From an optimization exercise on the open Yosys and OpenROAD flow, aimed at small area; shortcuts taken in it are not production practice.
Power figures rest on the tool's default switching activity, not on a simulated workload.

==> inputs of run a <==
## i2c_core
module i2c_core ( 
   prdata, i2c_if,
   sda_o, sda_oe, scl_o, scl_oe, sda_i, scl_i,
   pwrite, pwdata, psel, prst_n, penable, pclk, paddr
   );
input [7:0]		paddr;			 
input			pclk;			 
input			penable;		 
input			prst_n;			 
input			psel;			 
input [31:0]		pwdata;			 
input			pwrite;			 
output			i2c_if;			 
output [31:0]		prdata;			 
output sda_o, sda_oe, scl_o, scl_oe;
input sda_i, scl_i;
wire [6:0]		apb_add;		 
wire			apb_crx;		 
wire [1:0]		apb_csel;		 
wire			apb_ctx;		 
wire [7:0]		apb_data;		 
wire			apb_en;			 
wire			apb_ms;			 
wire			apb_rs;			 
wire			apb_rw;			 
wire			apb_rxff_rd;		 
wire			apb_sp;			 
wire [6:0]		apb_tadd;		 
wire			apb_txff_wr;		 
wire			i_clk;			 
wire			i_clock_en;		 
wire			i_clock_stop;		 
wire			i_mrs;			 
wire			i_rx_busy;		 
wire			i_rxff_wr;		 
wire			i_tx_busy;		 
wire			i_txff_rd;		 
wire [7:0]		rxff_data;		 
wire [7:0]		rxff_din;		 
wire			rxff_ov;		 
wire			rxff_rxne;		 
wire [7:0]		txff_data;		 
wire			txff_empty;		 
wire			txff_txnf;		 
i2c_interface 	ii( 
		   .i_rx_busy		(i_rx_busy),
		   .i_tx_busy		(i_tx_busy),
		   .i_txff_rd		(i_txff_rd),
		   .i_rxff_wr		(i_rxff_wr),
		   .rxff_din		(rxff_din[7:0]),
		   .i_clock_en		(i_clock_en),
		   .i_mrs		(i_mrs),
		   .i_clock_stop	(i_clock_stop),
		   .sda_o		(sda_o),
		   .sda_oe		(sda_oe),
		   .scl_o		(scl_o),
		   .scl_oe		(scl_oe),
		   .sda_i		(sda_i),
		   .scl_i		(scl_i),
		   .pclk		(pclk),
		   .prst_n		(prst_n),
		   .i_clk		(i_clk),
		   .txff_data		(txff_data[7:0]),
		   .apb_en		(apb_en),
		   .apb_ms		(apb_ms),
		   .apb_sp		(apb_sp),
		   .apb_rs		(apb_rs),
		   .apb_rw		(apb_rw),
		   .apb_csel		(apb_csel[1:0]),
		   .apb_add		(apb_add[6:0]),
		   .apb_tadd		(apb_tadd[6:0]),
		   .rxff_ov		(rxff_ov),
		   .txff_empty		(txff_empty));
i2c_apb			ia( 
			   .prdata		(prdata[31:0]),
			   .apb_ctx		(apb_ctx),
			   .apb_crx		(apb_crx),
			   .apb_ms		(apb_ms),
			   .apb_en		(apb_en),
			   .apb_add		(apb_add[6:0]),
			   .apb_rw		(apb_rw),
  ...
Settings: LEC_CHECK=0, CAP_MARGIN=20, CORE_MARGIN=2, CORE_UTILIZATION=40, CTS_BUF_LIST=sky130_fd_sc_hd__clkbuf_8, CTS_CLUSTER_SIZE=20, PLACE_DENSITY=0.6, SLEW_MARGIN=20; clock period 10.0 ns.
run.sh (not shown) runs the stock make flow with config.mk's settings and CLKGATE_MAP_FILE= SYNTH_SCRIPT=/design/flow/synth_recipe.tcl, a recipe that flattens the netlist after the stock synthesis.
==> run b (differences from run a) <==
- CTS_BUF_LIST: sky130_fd_sc_hd__clkbuf_8 -> not set
- CTS_CLUSTER_SIZE: 20 -> not set
==> run c (differences from run a) <==
- CTS_BUF_LIST: sky130_fd_sc_hd__clkbuf_8 -> sky130_fd_sc_hd__clkbuf_4
- CTS_CLUSTER_SIZE: 20 -> 30
==> comparison table <==
metric                                                                                       run c                           run a                           run b
Combinational group share of total power                                                     0.140                           0.140                           0.135
Post-route minimum period                                                                  8.20 ns                         7.91 ns                         7.83 ns
GR Layer Usage met3                                                                         0.0417                          0.0355                          0.0260
Total Power                                                                                4.90 mW                         4.93 mW                         5.10 mW
Reg-to-reg critical path endpoint                                   ii.ics_counter[28]$_DFFE_PN0P_  ii.ics_counter[30]$_DFFE_PN0P_  ii.ics_counter[30]$_DFFE_PN0P_
Run status                                                                timing/DRC/antenna clean        timing/DRC/antenna clean        timing/DRC/antenna clean
Hold Slack                                                                                0.329 ns                        0.347 ns                        0.347 ns
Fraction of area in registers                                                                0.415                           0.415                           0.414
Clock share of power                                                                         0.392                           0.395                           0.416
Source-to-sink clock delay at the later pin of the worst-skew pair                         1.00 ns                         0.71 ns                         0.63 ns
Clock H-tree levels                                                                              4                               3                               2
ClkCell Share                                                                               0.0625                          0.0618                          0.0644
Clock Skew                                                                               0.0748 ns                       0.0528 ns                       0.0372 ns
Root Driver                                                              sky130_fd_sc_hd__clkbuf_4       sky130_fd_sc_hd__clkbuf_8      sky130_fd_sc_hd__clkbuf_16
Power spent charging and discharging nets                                                  1.50 mW                         1.47 mW                         1.45 mW
Minimum setup slack in the final design                                                    1.80 ns                         2.09 ns                         2.17 ns
Met1 capacity usage during global routing                                                    0.265                           0.269                           0.270
Actual slew at the worst max-slew pin                                                      1.10 ns                         1.10 ns                         1.13 ns
Power of the combinational group                                                          0.688 mW                        0.688 mW                        0.689 mW
No functional check of the RTL was part of any run of this note.

-- what the ideal ports hide --
The flow's constraints put no driver on any port. The routed layouts listed below were extracted and timed again, unchanged, in two steps.
Step 1 (the two cells are an assumption about what drives the block):
set clk [get_ports {pclk}]
set_driving_cell -lib_cell sky130_fd_sc_hd__clkbuf_16 $clk
set_driving_cell -lib_cell sky130_fd_sc_hd__buf_2 [delete_from_list [all_inputs] $clk]
Step 2 times the ports against the registers' clock, not the clock port: input delays grow and output delays shrink by t, the midpoint of the rising clock arrivals with the driver on.
Three values: no drivers, after step 1, after step 2; two values: the first two.
run | t, ns | setup WS [ns] | clock arrival spread, ns | worst data-port slew with drivers (ns) | pins driven straight from the clock port
run a | 0.738 | 2.087 / 2.032 / 2.770 | 0.063 / 0.062 | 0.12 | 1
run b | 0.680 | 2.169 / 2.113 / 2.793 | 0.071 / 0.071 | 0.11 | 1
run c | 1.034 | 1.796 / 1.740 / 2.774 | 0.106 / 0.106 | 0.12 | 1
After both steps setup and hold are still met in every run listed.
